This design comes from an exercise in tuning for small area, a short achievable clock period and few clock cycles per item on the open sky130 flow, not from production work.
At most, simulation tests tie the RTL to the original design; equivalence was not proved.

## main
module main (
    input wire [15:0] v, x,
    input wire clk, reset, start,
    output wire done,
    output wire [15:0] final_result
);
export LEC_CHECK = 0
export ABC_AREA = 1
export CAP_MARGIN = 20
export CORE_MARGIN = 2
export CORE_UTILIZATION = 40
export SETUP_SLACK_MARGIN = 3.5
export SLEW_MARGIN = 20
create_clock -name core_clock -period 13.0 [get_ports {clk}]
standard.sh (not shown) runs the stock make flow with config.mk's settings and CLKGATE_MAP_FILE= SYNTH_SCRIPT=/design/flow/synth_recipe.tcl, a recipe that flattens the netlist after the stock synthesis.
==> flow/flow/run.sh <==
#!/bin/bash
# The standard layout, with plain buffers on the ports instead of the delay
# cells buffer_ports picks by default. Every tool's output goes to
# standard_flow.log in this folder.
set -euo pipefail
export BUFFER_PORTS_ARGS="-buffer_cell sky130_fd_sc_hd__buf_2"
bash standard.sh > standard_flow.log 2>&1
The first run produced a clean layout.
Rerun with:
==> flow/run.sh (new file) <==
#!/bin/bash
# synth_recipe.tcl (not shown) runs the flow's synth.tcl, then flattens the netlist and writes it again
# the make line also repeats each setting of config.mk as NAME=value (left out here)
make -C /OpenROAD-flow-scripts/flow DESIGN_CONFIG=/design/flow/config.mk WORK_HOME=/design/flow/orfs CLKGATE_MAP_FILE= SYNTH_SCRIPT=/design/flow/synth_recipe.tcl finish
removed: flow/flow/run.sh
removed: flow/standard.sh
Cell count hardly moves.
Fmax hardly moves.
Worst setup slack loses 3.2 ps.
Via count barely changes.
Utilization climbs by 0.81 points.
Global-route usage rises by 0.38 points.
Final area climbs by 1.9%.
No functional check of the RTL was part of any run of this note.

== run 1 ==
Another version of the RTL of main (not shown whole).
Size in the first run: ~1600 cells after synthesis, roughly 49 flip-flops, ~0.011 mm^2 of cells after synthesis.
clock: 13.0 ns
lec_check: 0
abc_area: 1
cap_margin: 20
core_margin: 2
core_utilization: 60
setup_slack_margin: 5
slew_margin: 20
run.sh (not shown) runs the stock make flow with config.mk's settings and CLKGATE_MAP_FILE= SYNTH_SCRIPT=/design/flow/synth_recipe.tcl, a recipe that flattens the netlist after the stock synthesis.
Stock flow here: none of the scripts above is used.
Testbench counts of run 1, summed over its fixed seeds: cycles 14,400, items 2,400.
The following lists how run 2 was set up differently from run 1:
- removing SETUP_SLACK_MARGIN (formerly 5)
- changing CORE_UTILIZATION from 60 to 40
--- outcome ---
Run 2 closes out successfully: all stages finished, all timing, DRC and antenna checks passed.
Summary of run 2 over run 1: slew at the pin with the worst max-slew slack increased 0.14 ns; die boundary height increased 22%.
### run 2 -> run 3
- an added SETUP_SLACK_MARGIN of 5
[summary]
- Reported for run 2 and run 3, row count turned out identical to the last digit.
- Compared with run 2, run 3 improves worst relative slew slack.
- On slew at the pin closest to its max-slew limit, the lower figure sits with run 3, not run 2.
- Run 2 -> run 3: hold slack flat
- Higher post-CTS resize count was reported by run 3, not run 2.
- Run 3 against run 2; met2 wirelength from detailed routing is up by a little under 10%.
- Between run 3 and run 2, it is run 3 whose overall routed net length is higher, by about 5%.
- Run 3: number of inserted filler cells in the final layout is 101 lower than what run 2 reported.
- Summary: final critical delay including setup and external delays, run 3 better than run 2
- Looking at register-to-register slack, run 3 sits above run 2.
- Relative area change from synthesis to final layout was lower in the run labelled run 2.

Another version of the RTL of main (not shown whole).
Size in the first run: roughly 1,700 cells after synthesis.
## main
module main (
    input wire [15:0] v, x,
    input wire clk, reset, start,
    output wire done,
    output wire [15:0] final_result
);
export LEC_CHECK = 0
export ABC_AREA = 1
export CAP_MARGIN = 20
export CORE_MARGIN = 2
export CORE_UTILIZATION = 40
export SETUP_SLACK_MARGIN = 3.5
export SLEW_MARGIN = 20
create_clock -name core_clock -period 13.0 [get_ports {clk}]
standard.sh (not shown) runs the stock make flow with config.mk's settings and CLKGATE_MAP_FILE= SYNTH_SCRIPT=/design/flow/synth_recipe.tcl, a recipe that flattens the netlist after the stock synthesis.
==> flow/flow/run.sh <==
#!/bin/bash
# The standard layout (standard.sh) with two changes:
#  - the ports get plain buf_2 buffers instead of the delay cells buffer_ports
#    picks by default (every port still gets its buffer);
#  - after the standard synthesis, flow/polopt.py chooses the polarity of each
#    full-adder cell (a full adder is self-dual) so that fewer inverters are
#    needed between adder cells, and rebuilds a half adder from plain gates
#    (xnor2, nand2) where its outputs are wanted inverted. Registers and their
#    names are untouched.
# Each tool's output goes to its own log file in this folder.
set -euo pipefail
export BUFFER_PORTS_ARGS="-buffer_cell sky130_fd_sc_hd__buf_2"
RES="$PWD/orfs/results/sky130hd/main/base"
bash standard.sh "$RES/1_2_yosys.v" > synth.log 2>&1
python3 flow/polopt.py "$RES/1_2_yosys.v" "$RES/1_2_yosys_pol.v" > polopt.log 2>&1
mv "$RES/1_2_yosys_pol.v" "$RES/1_2_yosys.v"
bash standard.sh > standard_flow.log 2>&1
Other scripts of this flow, unchanged in this note and not shown: flow/flow/polopt.py
The first run completed without violations.
Testbench counts at the start, summed over its fixed seeds: cycles 14,400, items 2,400.
Next try:
- SETUP_SLACK_MARGIN: 3.5 -> 4.0
- SYNTH_HIERARCHICAL: default -> 1
Effect: The new run finished clean. Synthesized area rose by 7.4%. Count of clock-buffer cells in the layout stays the same. Worst hold slack gains 0.028 ns. Sequential share of layout area decreases by 0.51 points. Final area rose by 5.1%. Synthesized cell count went up by 4.5%. Non-clock buffer count decreases by 10. Register-to-register slack improved by 0.37 ns. Critical path depth is higher by 1.
Next try:
- SETUP_SLACK_MARGIN: 4.0 -> 4.5
- SYNTH_HIERARCHICAL: 1 -> default
Effect:
- The new run completed without violations
- die area drops by about 7%
- global-route usage grows by 1.7 points
- hold slack gets worse by 0.028 ns
- clock skew hardly moves
- routed wire length stays flat
- utilization grows by 1.5 points
- sequential share of layout area grows by 0.36 points
- critical path depth goes down by 11
Next try:
- SETUP_SLACK_MARGIN: 4.5 -> 4.0
After rerunning:
- clock-buffer cell count is unchanged
- die area does not change
- first-iteration DRC count came out lower by a few percent

main, a different RTL version from the one above (not shown whole).
Size in the first run: ~49 flip-flops, about 52 I/O pins, roughly 14000 µm² of cells after synthesis.
export LEC_CHECK = 0
export CAP_MARGIN = 20
export CORE_MARGIN = 2
export CORE_UTILIZATION = 40
export SLEW_MARGIN = 20
create_clock -name core_clock -period 13.0 [get_ports {clk}]
run.sh (not shown) runs the stock make flow with config.mk's settings and CLKGATE_MAP_FILE= SYNTH_SCRIPT=/design/flow/synth_recipe.tcl, a recipe that flattens the netlist after the stock synthesis.
Stock flow here: none of the scripts above is used.
Edit:
- ABC_CLOCK_PERIOD_IN_PS: default -> 4000
The new run went through all stages and came out clean.
Final cell count stays the same.
Critical path depth is unchanged.
Non-clock buffer count stays the same.
Hold slack stays the same.
Clock skew is unchanged.
Worst setup slack does not change.
No functional check of the RTL was part of any run of this note.

main, a different RTL version from the one above (not shown whole).
Size: ~1800 cells after synthesis, roughly 52 I/O pins, ~13000 sq um of cells after synthesis.
Settings: LEC_CHECK=0, ABC_AREA=1, CAP_MARGIN=20, CORE_MARGIN=2, CORE_UTILIZATION=40, SETUP_SLACK_MARGIN=5, SLEW_MARGIN=20; clock period 13.0 ns.
Then changed:
==> flow/flow/run.sh (new file) <==
#!/bin/bash
# The standard layout, with plain buffers on the ports instead of the delay
# cells buffer_ports picks by default. Every tool's output goes to
# standard_flow.log in this folder.
set -euo pipefail
export BUFFER_PORTS_ARGS="-buffer_cell sky130_fd_sc_hd__buf_2"
bash standard.sh > standard_flow.log 2>&1
==> flow/standard.sh (new file) <==
#!/bin/bash
# synth_recipe.tcl (not shown) runs the flow's synth.tcl, then flattens the netlist and writes it again
# the make line also repeats each setting of config.mk as NAME=value (left out here)
make -C /OpenROAD-flow-scripts/flow DESIGN_CONFIG=/design/flow/config.mk WORK_HOME=/design/flow/orfs CLKGATE_MAP_FILE= SYNTH_SCRIPT=/design/flow/synth_recipe.tcl "${@:-finish}"
SETUP_SLACK_MARGIN = 4   (was 5)
removed: flow/run.sh
Setup slack is worse by 0.73 ns. Design area goes down by roughly a tenth. Global-route usage goes down by 0.80 points. Via count goes down by a few percent. Sequential share of layout area goes up by 1.1 points. Critical path depth goes down by 6. Wire length goes down by a few percent. Area after synthesis is unchanged.
No run of this note included a check of the RTL's function; only the layout flow was run.

== onyx ==
main, a different RTL version from the one above (not shown whole).
For scale: about 1800 cells after synthesis, about 52 flip-flops, ~13000 sq um of cells after synthesis.
clock: 13.0 ns
lec_check: 0
abc_area: 1
cap_margin: 20
core_margin: 2
core_utilization: 40
setup_slack_margin: 3.5
slew_margin: 20
Stock flow here: none of the scripts above is used.
onyx reached the final stage; the timing, DRC and antenna checks on its layout passed.
The following lists how raven was set up differently from onyx:
==> flow/flow/run.sh (new file) <==
#!/bin/bash
# The standard layout, with plain buffers on the ports instead of the delay
# cells buffer_ports picks by default. Every tool's output goes to
# standard_flow.log in this folder.
set -euo pipefail
export BUFFER_PORTS_ARGS="-buffer_cell sky130_fd_sc_hd__buf_2"
bash standard.sh > standard_flow.log 2>&1
==> flow/standard.sh (new file) <==
#!/bin/bash
# synth_recipe.tcl (not shown) runs the flow's synth.tcl, then flattens the netlist and writes it again
# the make line also repeats each setting of config.mk as NAME=value (left out here)
make -C /OpenROAD-flow-scripts/flow DESIGN_CONFIG=/design/flow/config.mk WORK_HOME=/design/flow/orfs CLKGATE_MAP_FILE= SYNTH_SCRIPT=/design/flow/synth_recipe.tcl "${@:-finish}"
removed: flow/run.sh
Findings:
Fmax | raven vs onyx | raven slower
Compared onyx against raven; all-layer global routing usage within noise.
Per the comparison of raven with onyx, proportion of final cell area spent on non-clock buffers decreased 1.8 points.
No run of this note included a check of the RTL's function; only the layout flow was run.

Setup of the previous run:
main, a different RTL version from the one above (not shown whole).
Size in the first run: about 1700 cells after synthesis, about 52 flip-flops, about 12000 um2 of cells after synthesis.
export LEC_CHECK = 0
export ABC_AREA = 1
export CAP_MARGIN = 20
export CORE_MARGIN = 2
export CORE_UTILIZATION = 40
export SETUP_SLACK_MARGIN = 3.5
export SLEW_MARGIN = 20
create_clock -name core_clock -period 13.0 [get_ports {clk}]
Stock flow here: none of the scripts above is used.
The previous run finished every step from synthesis to the final layout, and the layout passed the timing, DRC and antenna checks.
Testbench counts of the previous run, summed over its fixed seeds: cycles 14,400, items 2,400.
Input changes introduced in the current run (baseline for comparison: the previous run):
==> flow/flow/run.sh (new file) <==
#!/bin/bash
# The standard layout, with plain buffers on the ports instead of the delay
# cells buffer_ports picks by default. Every tool's output goes to
# standard_flow.log in this folder.
set -euo pipefail
export BUFFER_PORTS_ARGS="-buffer_cell sky130_fd_sc_hd__buf_2"
bash standard.sh > standard_flow.log 2>&1
==> flow/standard.sh (new file) <==
#!/bin/bash
# synth_recipe.tcl (not shown) runs the flow's synth.tcl, then flattens the netlist and writes it again
# the make line also repeats each setting of config.mk as NAME=value (left out here)
make -C /OpenROAD-flow-scripts/flow DESIGN_CONFIG=/design/flow/config.mk WORK_HOME=/design/flow/orfs CLKGATE_MAP_FILE= SYNTH_SCRIPT=/design/flow/synth_recipe.tcl "${@:-finish}"
removed: flow/run.sh
## What came out
- Status | the current run and the previous run | clean
- Via count of the first global-routing pass of the current run is on par with the previous run.
- The current run ends up with a hold slack that is 0.012 ns higher than in the previous run.
- The current run gives less met3 track demand over resource in global routing than the previous run did.
- | arrival time of the worst setup path | the current run vs the previous run | 0.04 ns lower |
- Cell count along the critical path is lower on the previous run

RTL: one of the versions met above, not the one the previous note started from.
Size: roughly 1700 cells after synthesis, about 52 I/O pins, about 12000 sq um of cells after synthesis.
// main
module main (
    input wire [15:0] v, x,
    input wire clk, reset, start,
    output wire done,
    output wire [15:0] final_result
);
    reg [5:0] p;
    reg done_r;
    reg [14:0] X2;
    reg [13:0] T;
    reg [15:0] F;
    wire [9:0] u1;
    pre85 p85 (.X2(X2), .u1(u1));
    wire [8:0] a23;
    pre2 p23 (.T(T), .s(p[2]), .q(a23));
    wire [8:0] t9 = T[8:0];
    wire k1 = (t9 != 9'd0), k2 = (t9 >= 9'd90), k3 = (t9 >= 9'd179);
    wire k4 = (t9 >= 9'd268), k5 = (t9 >= 9'd357), k6 = (t9 >= 9'd446);
    wire [2:0] a4 = {k4, (k2 & ~k4) | k6, (k1 & ~k2) | (k3 & ~k4) | (k5 & ~k6)};
    wire [13:0] ra = p[1] ? 14'd2048 : F[13:0];
    wire [13:0] rb = p[1] ? {1'b1, ~X2[14:1]} : T;
    wire [14:0] rc;
    wire [13:0] acc_n;
    assign rc[0] = p[1] & ~X2[0];
    genvar i;
    generate
        for (i = 0; i < 14; i = i + 1) begin : rip
            assign acc_n[i] = ra[i] ^ rb[i] ^ rc[i];
            assign rc[i+1] = (ra[i] & rb[i]) | (ra[i] & rc[i]) | (rb[i] & rc[i]);
        end
    endgenerate
    wire [13:0] accf = F[13:0] + T;
    wire [13:0] A = ({14{p[0]}} & x[13:0]) | ({14{p[1]}} & {4'b0, u1}) |
                    ({14{p[2] | p[3]}} & {5'b0, a23}) | ({14{p[4]}} & {11'b0, a4}) |
                    ({14{p[5]}} & accf);
    wire [15:0] B = ({16{p[0]}} & {{2{x[13]}}, x[13:0]}) | ({16{p[5]}} & v) |
                    ({16{~p[0] & ~p[5]}} & {1'b0, X2});
    wire [15:0] P;
    bmul mul (.a(A), .b(B), .neg(p[2] | p[4]), .p(P));
    always @(posedge clk) begin
        if (reset) begin
            p <= 6'b000001;
            done_r <= 1'b0;
  ...
Settings: LEC_CHECK=0, ABC_AREA=1, CAP_MARGIN=20, CORE_MARGIN=2, CORE_UTILIZATION=40, SETUP_SLACK_MARGIN=3.0, SLEW_MARGIN=20; clock period 13.0 ns.
standard.sh (not shown) runs the stock make flow with config.mk's settings and CLKGATE_MAP_FILE= SYNTH_SCRIPT=/design/flow/synth_recipe.tcl, a recipe that flattens the netlist after the stock synthesis.
==> flow/flow/run.sh <==
#!/bin/bash
# The standard layout (standard.sh) with two changes:
#  - the ports get plain buf_2 buffers instead of the delay cells buffer_ports
#    picks by default (every port still gets its buffer);
#  - after the standard synthesis, flow/polopt.py chooses the polarity of each
#    full-adder cell (a full adder is self-dual) so that fewer inverters are
#    needed between adder cells, and rebuilds a half adder from plain gates
#    (xnor2, nand2) where its outputs are wanted inverted. Registers and their
#    names are untouched.
# Each tool's output goes to its own log file in this folder.
set -euo pipefail
export BUFFER_PORTS_ARGS="-buffer_cell sky130_fd_sc_hd__buf_2"
RES="$PWD/orfs/results/sky130hd/main/base"
bash standard.sh "$RES/1_2_yosys.v" > synth.log 2>&1
python3 flow/polopt.py "$RES/1_2_yosys.v" "$RES/1_2_yosys_pol.v" > polopt.log 2>&1
mv "$RES/1_2_yosys_pol.v" "$RES/1_2_yosys.v"
bash standard.sh > standard_flow.log 2>&1
Other scripts of this flow, unchanged in this note and not shown: flow/flow/polopt.py
The starting point completed without violations.
Edit:
Settings changed: SETUP_SLACK_MARGIN 3.0 to 4.0.
Outcome: Sequential share of layout area is about the same; routed wire length grows by about 0.64%; design area rose by 0.51%; via count barely changes; die area does not change; core utilization grows by 0.22 points; cell count is higher by about 0.33%.
No functional check of the RTL was part of any run of this note.

main with an RTL version that a note above also has.
export LEC_CHECK = 0
export ABC_AREA = 1
export CAP_MARGIN = 20
export CORE_MARGIN = 2
export CORE_UTILIZATION = 40
export SETUP_SLACK_MARGIN = 3.5
export SLEW_MARGIN = 20
create_clock -name core_clock -period 13.0 [get_ports {clk}]
==> flow/flow/polopt.py <==
#!/usr/bin/env python3
"""Full-adder polarity pass for a Yosys gate netlist (one flat module).

A full adder is self-dual: FA(~a,~b,~c) = (~sum, ~cout). Yosys's adder
extraction leaves inverters between adder cells; this pass chooses, for each
sky130 fa cell, whether to use it in inverted form so that as few inverters as
possible are needed, then rebuilds the inverters (one per signal and polarity).
The logic function of every net that is a port or a register input is unchanged.

usage: polopt.py IN.v OUT.v
"""
import re, sys
from collections import defaultdict

src = open(sys.argv[1]).read()
m = re.search(r'module\s+(\w+)\s*\((.*?)\);(.*)endmodule', src, re.S)
top, portlist, body = m.group(1), m.group(2), m.group(3)

# statements: declarations and cell instances
cell_re = re.compile(r'\s*(sky130_fd_sc_hd__\w+)\s+(\S+)\s*\((.*?)\);', re.S)
decl_re = re.compile(r'\s*(input|output|inout|wire)\b[^;]*;', re.S)
pin_re = re.compile(r'\.(\w+)\(\s*([^()]*?)\s*\)')

stmts = []
pos = 0
decls = []
cells = []
for mm in re.finditer(r'[^;]*;', body, re.S):
    st = mm.group(0)
    if decl_re.fullmatch(st):
        decls.append(st.strip())
    else:
        cm = cell_re.fullmatch(st)
        if not cm:
            if st.strip():
                raise SystemExit("unparsed statement: " + st.strip()[:200])
            continue
        pins = dict(pin_re.findall(cm.group(3)))
        cells.append([cm.group(1), cm.group(2), pins])

OUTPINS = {'X', 'Y', 'Q', 'Q_N', 'SUM', 'COUT', 'HI', 'LO'}
def is_inv(t):
    return re.match(r'sky130_fd_sc_hd__(clk)?inv_\d+$', t) is not None
def is_fa(t):
    return re.match(r'sky130_fd_sc_hd__fa_\d+$', t) is not None

outputs = set()
for d in decls:
    if d.startswith('output'):
        mm = re.match(r'output\s*(\[(\d+):(\d+)\])?\s*(\w+)\s*;', d)
        if mm.group(1):
            hi, lo = int(mm.group(2)), int(mm.group(3))
            for i in range(min(hi, lo), max(hi, lo) + 1):
                outputs.add(f"{mm.group(4)}[{i}]")
        else:
            outputs.add(mm.group(4))

# driver map
drv = {}
for c in cells:
    for p, n in c[2].items():
        if p in OUTPINS:
            drv[n] = c
inv_of = {}   # inverter output net -> input net
for c in cells:
    if is_inv(c[0]):
        inv_of[c[2]['Y']] = c[2]['A']

def root(n):
    """(root net, polarity): n == root ^ pol"""
    pol = 0
    while n in inv_of:
        n = inv_of[n]
        pol ^= 1
    return n, pol

# inverters that drive an output port stay as they are (their net names are fixed)
keep_inv = set()
for c in cells:
    if is_inv(c[0]) and c[2]['Y'] in outputs:
        keep_inv.add(c[1])

fas = [c for c in cells if is_fa(c[0])]
fa_of_out = {}
for c in fas:
    fa_of_out[c[2]['SUM']] = c
    fa_of_out[c[2]['COUT']] = c

# consumers: every input pin of a non-inverter cell (and kept inverters), wanting (root, pol)
cons = []   # [cell, pin, root, pol]
for c in cells:
    if is_inv(c[0]) and c[1] not in keep_inv:
        continue
    for p, n in c[2].items():
        if p in OUTPINS or n == '':
            continue
        r, q = root(n)
        cons.append([c, p, r, q])
cons_by_root = defaultdict(list)
for k in cons:
    cons_by_root[k[2]].append(k)

flip = {c[1]: 0 for c in fas}
def is_const(r):
    return r in ("1'h0", "1'h1", "1'b0", "1'b1")

def phys_pol(r):
    c = fa_of_out.get(r)
    return flip[c[1]] if c is not None else 0

def need(k):
    """polarity (relative to the root's function) this consumer needs"""
    c = k[0]
    return k[3] ^ (flip[c[1]] if is_fa(c[0]) else 0)

def root_cost(r):
    if is_const(r):
        return 0
    pp = phys_pol(r)
    return 1 if any(need(k) != pp for k in cons_by_root[r]) else 0

def local_roots(c):
    rs = set()
    for p in ('A', 'B', 'CIN'):
        rs.add(root(c[2][p])[0])
    rs.add(c[2]['SUM']); rs.add(c[2]['COUT'])
    return rs

total0 = sum(root_cost(r) for r in cons_by_root)
improved = True
rounds = 0
while improved and rounds < 50:
    improved = False
    rounds += 1
    for c in fas:
        rs = local_roots(c)
        before = sum(root_cost(r) for r in rs)
        flip[c[1]] ^= 1
        after = sum(root_cost(r) for r in rs)
        if after < before:
            improved = True
        else:
            flip[c[1]] ^= 1
total1 = sum(root_cost(r) for r in cons_by_root)
ninv0 = sum(1 for c in cells if is_inv(c[0]))
sys.stderr.write(f"polopt: {ninv0} inverters before; signals needing an inverter {total0} -> {total1}; "
                 f"{sum(flip.values())} of {len(fas)} adders flipped\n")

# half adders whose outputs are wanted inverted: build them from plain gates
# (xnor2 / nand2 give the inverted sum / carry directly), when that is smaller
def is_ha(t):
    return re.match(r'sky130_fd_sc_hd__ha_\d+$', t) is not None
ha_remap = {}   # HA cell name -> {'SUM': set(pols), 'COUT': set(pols)}
for c in cells:
    if not is_ha(c[0]):
        continue
    needs = {}
    for p in ('SUM', 'COUT'):
        r = c[2].get(p, '')
        needs[p] = {need(k) for k in cons_by_root.get(r, [])} if r else set()
    # area: ha 12.5, inv 3.75, xor2/xnor2 8.76, and2 6.26, nand2 3.75
    keep = 12.51 + 3.75 * (1 in needs['SUM']) + 3.75 * (1 in needs['COUT'])
    if len(needs['SUM']) > 1 or len(needs['COUT']) > 1:
        continue
    gates = 0.0
    gates += 8.76 if needs['SUM'] else 0.0
    gates += (3.75 if needs['COUT'] == {1} else 6.26) if needs['COUT'] else 0.0
    if gates < keep:
        ha_remap[c[1]] = needs

# rebuild
new_cells = []
inv_net = {}
newwires = []
def inverted(r):
    if r in ("1'h0", "1'b0"):
        return "1'h1"
    if r in ("1'h1", "1'b1"):
        return "1'h0"
    if r not in inv_net:
        nm = f"_polinv{len(inv_net)}_"
        inv_net[r] = nm
        newwires.append(nm)
        new_cells.append(['sky130_fd_sc_hd__inv_1', f"_polinv_cell{len(inv_net)}_", {'A': r, 'Y': nm}])
    return inv_net[r]

gate_out = {}   # (root net, polarity) -> replacement net driven by a plain gate
pending = []    # plain gates replacing half adders; built once the adders' inputs are rewired
for c in cells:
    if is_inv(c[0]) and c[1] not in keep_inv:
        continue
    if c[1] in ha_remap:
        needs = ha_remap[c[1]]
        for p, pols in needs.items():
            if not pols:
                continue
            pol = next(iter(pols))
            nm = f"_polg{len(gate_out)}_"
            newwires.append(nm)
            gate_out[(c[2][p], pol)] = nm
            pending.append((c, p, pol, nm, len(gate_out)))
        continue
    new_cells.append(c)
for k in cons:
    c, p, r, q = k
    want = need(k)
    if (r, want) in gate_out:
        c[2][p] = gate_out[(r, want)]
    else:
        c[2][p] = r if want == phys_pol(r) else inverted(r)
for c, p, pol, nm, i in pending:
    a, b = c[2]['A'], c[2]['B']
    if p == 'SUM':
        t = 'sky130_fd_sc_hd__xnor2_1' if pol else 'sky130_fd_sc_hd__xor2_1'
    else:
        t = 'sky130_fd_sc_hd__nand2_1' if pol else 'sky130_fd_sc_hd__and2_1'
    new_cells.append([t, f"_polg_cell{i}_", {'A': a, 'B': b, ('Y' if pol else 'X'): nm}])
# a flipped adder keeps its output nets: they now carry the inverted function, which
# phys_pol accounts for; every consumer was rewired above.

out = [f"module {top}({portlist});"]
out += ["  " + d for d in decls]
out += [f"  wire {w};" for w in newwires]
for t, nm, pins in new_cells:
    pl = ",\n".join(f"    .{p}({n}{' ' if n.startswith(chr(92)) else ''})" for p, n in pins.items())
    out.append(f"  {t} {nm} (\n{pl}\n  );")
out.append("endmodule")
open(sys.argv[2], 'w').write("\n".join(out) + "\n")
Scripts as last shown in full above: flow/flow/run.sh
Testbench counts at the start, summed over its fixed seeds: cycles 14,400, items 2,400.
Next try:
--- a/flow/config.mk
+++ b/flow/config.mk
@@ -12 +12 @@
-export SETUP_SLACK_MARGIN = 3.5
+export SETUP_SLACK_MARGIN = 4.5
=>
- register-to-register slack gets better by 0.66 ns
- cell count climbs by a few percent
- core utilization climbs by 3.1 points
- synthesized cell count is unchanged
- synthesized area is unchanged
- wire length climbs by a few percent
- clock-buffer cell count is unchanged
Next try:
--- a/flow/flow/run.sh
+++ b/flow/flow/run.sh
@@ -7,3 +7 @@
-#    needed between adder cells, and rebuilds a half adder from plain gates
-#    (xnor2, nand2) where its outputs are wanted inverted. Registers and their
-#    names are untouched.
+#    needed between adder cells. Registers and their names are untouched.
--- a/flow/flow/polopt.py
+++ b/flow/flow/polopt.py
@@ -149,22 +148,0 @@
-# half adders whose outputs are wanted inverted: build them from plain gates
-# (xnor2 / nand2 give the inverted sum / carry directly), when that is smaller
-def is_ha(t):
-    return re.match(r'sky130_fd_sc_hd__ha_\d+$', t) is not None
-ha_remap = {}   # HA cell name -> {'SUM': set(pols), 'COUT': set(pols)}
-for c in cells:
-    if not is_ha(c[0]):
-        continue
-    needs = {}
-    for p in ('SUM', 'COUT'):
-        r = c[2].get(p, '')
-        needs[p] = {need(k) for k in cons_by_root.get(r, [])} if r else set()
-    # area: ha 12.5, inv 3.75, xor2/xnor2 8.76, and2 6.26, nand2 3.75
-    keep = 12.51 + 3.75 * (1 in needs['SUM']) + 3.75 * (1 in needs['COUT'])
-    if len(needs['SUM']) > 1 or len(needs['COUT']) > 1:
-        continue
-    gates = 0.0
-    gates += 8.76 if needs['SUM'] else 0.0
-    gates += (3.75 if needs['COUT'] == {1} else 6.26) if needs['COUT'] else 0.0
-    if gates < keep:
-        ha_remap[c[1]] = needs
-
@@ -187,2 +164,0 @@
-gate_out = {}   # (root net, polarity) -> replacement net driven by a plain gate
-pending = []    # plain gates replacing half adders; built once the adders' inputs are rewired
@@ -191,11 +166,0 @@
-        continue
-    if c[1] in ha_remap:
-        needs = ha_remap[c[1]]
-        for p, pols in needs.items():
-            if not pols:
-                continue
-            pol = next(iter(pols))
-            nm = f"_polg{len(gate_out)}_"
-            newwires.append(nm)
-            gate_out[(c[2][p], pol)] = nm
-            pending.append((c, p, pol, nm, len(gate_out)))
@@ -207,11 +172 @@
-    if (r, want) in gate_out:
-        c[2][p] = gate_out[(r, want)]
-    else:
-        c[2][p] = r if want == phys_pol(r) else inverted(r)
-for c, p, pol, nm, i in pending:
-    a, b = c[2]['A'], c[2]['B']
-    if p == 'SUM':
-        t = 'sky130_fd_sc_hd__xnor2_1' if pol else 'sky130_fd_sc_hd__xor2_1'
-    else:
-        t = 'sky130_fd_sc_hd__nand2_1' if pol else 'sky130_fd_sc_hd__and2_1'
-    new_cells.append([t, f"_polg_cell{i}_", {'A': a, 'B': b, ('Y' if pol else 'X'): nm}])
+    c[2][p] = r if want == phys_pol(r) else inverted(r)
--- a/flow/config.mk
+++ b/flow/config.mk
@@ -12 +12 @@
-export SETUP_SLACK_MARGIN = 4.5
+export SETUP_SLACK_MARGIN = 3.5
=> The new run completed with no timing, DRC or antenna violations. Synthesized area goes up by 1.1%. Register-to-register slack got worse by 0.69 ns. Wire length fell by 3.4%. Setup slack gets worse by 0.69 ns.
Next try:
--- a/flow/flow/run.sh
+++ b/flow/flow/run.sh
@@ -7 +7,3 @@
-#    needed between adder cells. Registers and their names are untouched.
+#    needed between adder cells, and rebuilds a half adder from plain gates
+#    (xnor2, nand2) where its outputs are wanted inverted. Registers and their
+#    names are untouched.
--- a/flow/flow/polopt.py
+++ b/flow/flow/polopt.py
@@ -148,0 +149,22 @@
+# half adders whose outputs are wanted inverted: build them from plain gates
+# (xnor2 / nand2 give the inverted sum / carry directly), when that is smaller
+def is_ha(t):
+    return re.match(r'sky130_fd_sc_hd__ha_\d+$', t) is not None
+ha_remap = {}   # HA cell name -> {'SUM': set(pols), 'COUT': set(pols)}
+for c in cells:
+    if not is_ha(c[0]):
+        continue
+    needs = {}
+    for p in ('SUM', 'COUT'):
+        r = c[2].get(p, '')
+        needs[p] = {need(k) for k in cons_by_root.get(r, [])} if r else set()
+    # area: ha 12.5, inv 3.75, xor2/xnor2 8.76, and2 6.26, nand2 3.75
+    keep = 12.51 + 3.75 * (1 in needs['SUM']) + 3.75 * (1 in needs['COUT'])
+    if len(needs['SUM']) > 1 or len(needs['COUT']) > 1:
+        continue
+    gates = 0.0
+    gates += 8.76 if needs['SUM'] else 0.0
+    gates += (3.75 if needs['COUT'] == {1} else 6.26) if needs['COUT'] else 0.0
+    if gates < keep:
+        ha_remap[c[1]] = needs
+
@@ -164,0 +187,2 @@
+gate_out = {}   # (root net, polarity) -> replacement net driven by a plain gate
+pending = []    # plain gates replacing half adders; built once the adders' inputs are rewired
@@ -166,0 +191,11 @@
+        continue
+    if c[1] in ha_remap:
+        needs = ha_remap[c[1]]
+        for p, pols in needs.items():
+            if not pols:
+                continue
+            pol = next(iter(pols))
+            nm = f"_polg{len(gate_out)}_"
+            newwires.append(nm)
+            gate_out[(c[2][p], pol)] = nm
+            pending.append((c, p, pol, nm, len(gate_out)))
@@ -172 +207,11 @@
-    c[2][p] = r if want == phys_pol(r) else inverted(r)
+    if (r, want) in gate_out:
+        c[2][p] = gate_out[(r, want)]
+    else:
+        c[2][p] = r if want == phys_pol(r) else inverted(r)
+for c, p, pol, nm, i in pending:
+    a, b = c[2]['A'], c[2]['B']
+    if p == 'SUM':
+        t = 'sky130_fd_sc_hd__xnor2_1' if pol else 'sky130_fd_sc_hd__xor2_1'
+    else:
+        t = 'sky130_fd_sc_hd__nand2_1' if pol else 'sky130_fd_sc_hd__and2_1'
+    new_cells.append([t, f"_polg_cell{i}_", {'A': a, 'B': b, ('Y' if pol else 'X'): nm}])
--- a/flow/config.mk
+++ b/flow/config.mk
@@ -12 +12 @@
-export SETUP_SLACK_MARGIN = 3.5
+export SETUP_SLACK_MARGIN = 3.0
Effect:
- The changed run completed without violations
- wire length decreases by a few percent
- die area decreases slightly
- sequential share of layout area increases by 0.17 points
- design area decreases slightly
- synthesized cell count decreases slightly
- count of clock-buffer cells in the layout is unchanged
- setup slack got worse by 0.25 ns

==> what the ideal ports hide <==
The flow's constraints put no driver on any port. The routed layouts listed below were extracted and timed again, unchanged, in two steps. Step 1 sets driving cells, clkbuf_16 on the clock port and buf_2 on the other inputs (assumed; they add their load-dependent delay and slew). Step 2 adds t to the input delays and takes it off the output delays; t is the mean of the earliest and latest rising clock arrival at the registers after step 1. Input paths then give back, and output paths get back, about the clock's delay inside the block. a / b / c = no drivers / after step 1 / after step 2; a / b = the first two.
run	t, ns	slack for setup (ns)	clock arrival spread, ns	pins driven straight from the clock port
the first run of note 1	0.340	4.172 / 4.172 / 4.172	0.009 / 0.009	1
the second run of note 1	0.334	4.169 / 4.176 / 3.842	0.007 / 0.006	1
run 1	0.339	4.111 / 4.123 / 3.785	0.009 / 0.009	1
run 2	0.335	2.984 / 2.984 / 2.984	0.012 / 0.012	1
run 3	0.342	4.046 / 4.047 / 3.726	0.011 / 0.011	1
the first run of note 3	0.338	4.191 / 4.191 / 4.163	0.009 / 0.009	1
the second run of note 3	0.331	4.563 / 4.563 / 4.295	0.011 / 0.011	1
the third run of note 3	0.337	4.753 / 4.771 / 4.434	0.008 / 0.008	1
the fourth run of note 3	0.337	4.580 / 4.596 / 4.259	0.009 / 0.008	1
the first run of note 4	0.347	1.449 / 1.449 / 1.449	0.016 / 0.016	1
the second run of note 4	0.347	1.449 / 1.449 / 1.449	0.016 / 0.016	1
the first run of note 5	0.331	5.158 / 5.158 / 4.864	0.003 / 0.003	1
the second run of note 5	0.337	4.426 / 4.426 / 4.426	0.006 / 0.007	1
onyx	0.333	4.093 / 4.105 / 3.772	0.012 / 0.013	1
raven	0.333	4.006 / 4.006 / 4.006	0.012 / 0.012	1
the previous run	0.340	3.964 / 3.980 / 3.640	0.005 / 0.005	1
the current run	0.336	4.068 / 4.068 / 3.806	0.008 / 0.007	1
the first run of note 8	0.335	3.996 / 3.996 / 3.996	0.005 / 0.005	1
the second run of note 8	0.334	4.506 / 4.506 / 4.210	0.003 / 0.004	1
the first run of note 9	0.337	4.067 / 4.067 / 3.849	0.007 / 0.006	1
the second run of note 9	0.339	4.729 / 4.729 / 4.511	0.005 / 0.006	1
the third run of note 9	0.348	4.040 / 4.040 / 3.896	0.006 / 0.006	1
the fourth run of note 9	0.335	3.793 / 3.793 / 3.793	0.006 / 0.006	1
After both steps setup and hold are still met in every run listed. For the second run of note 1, which loses most, drivers alone change the setup slack by +0.007 ns; drivers and shift together by -0.327 ns.
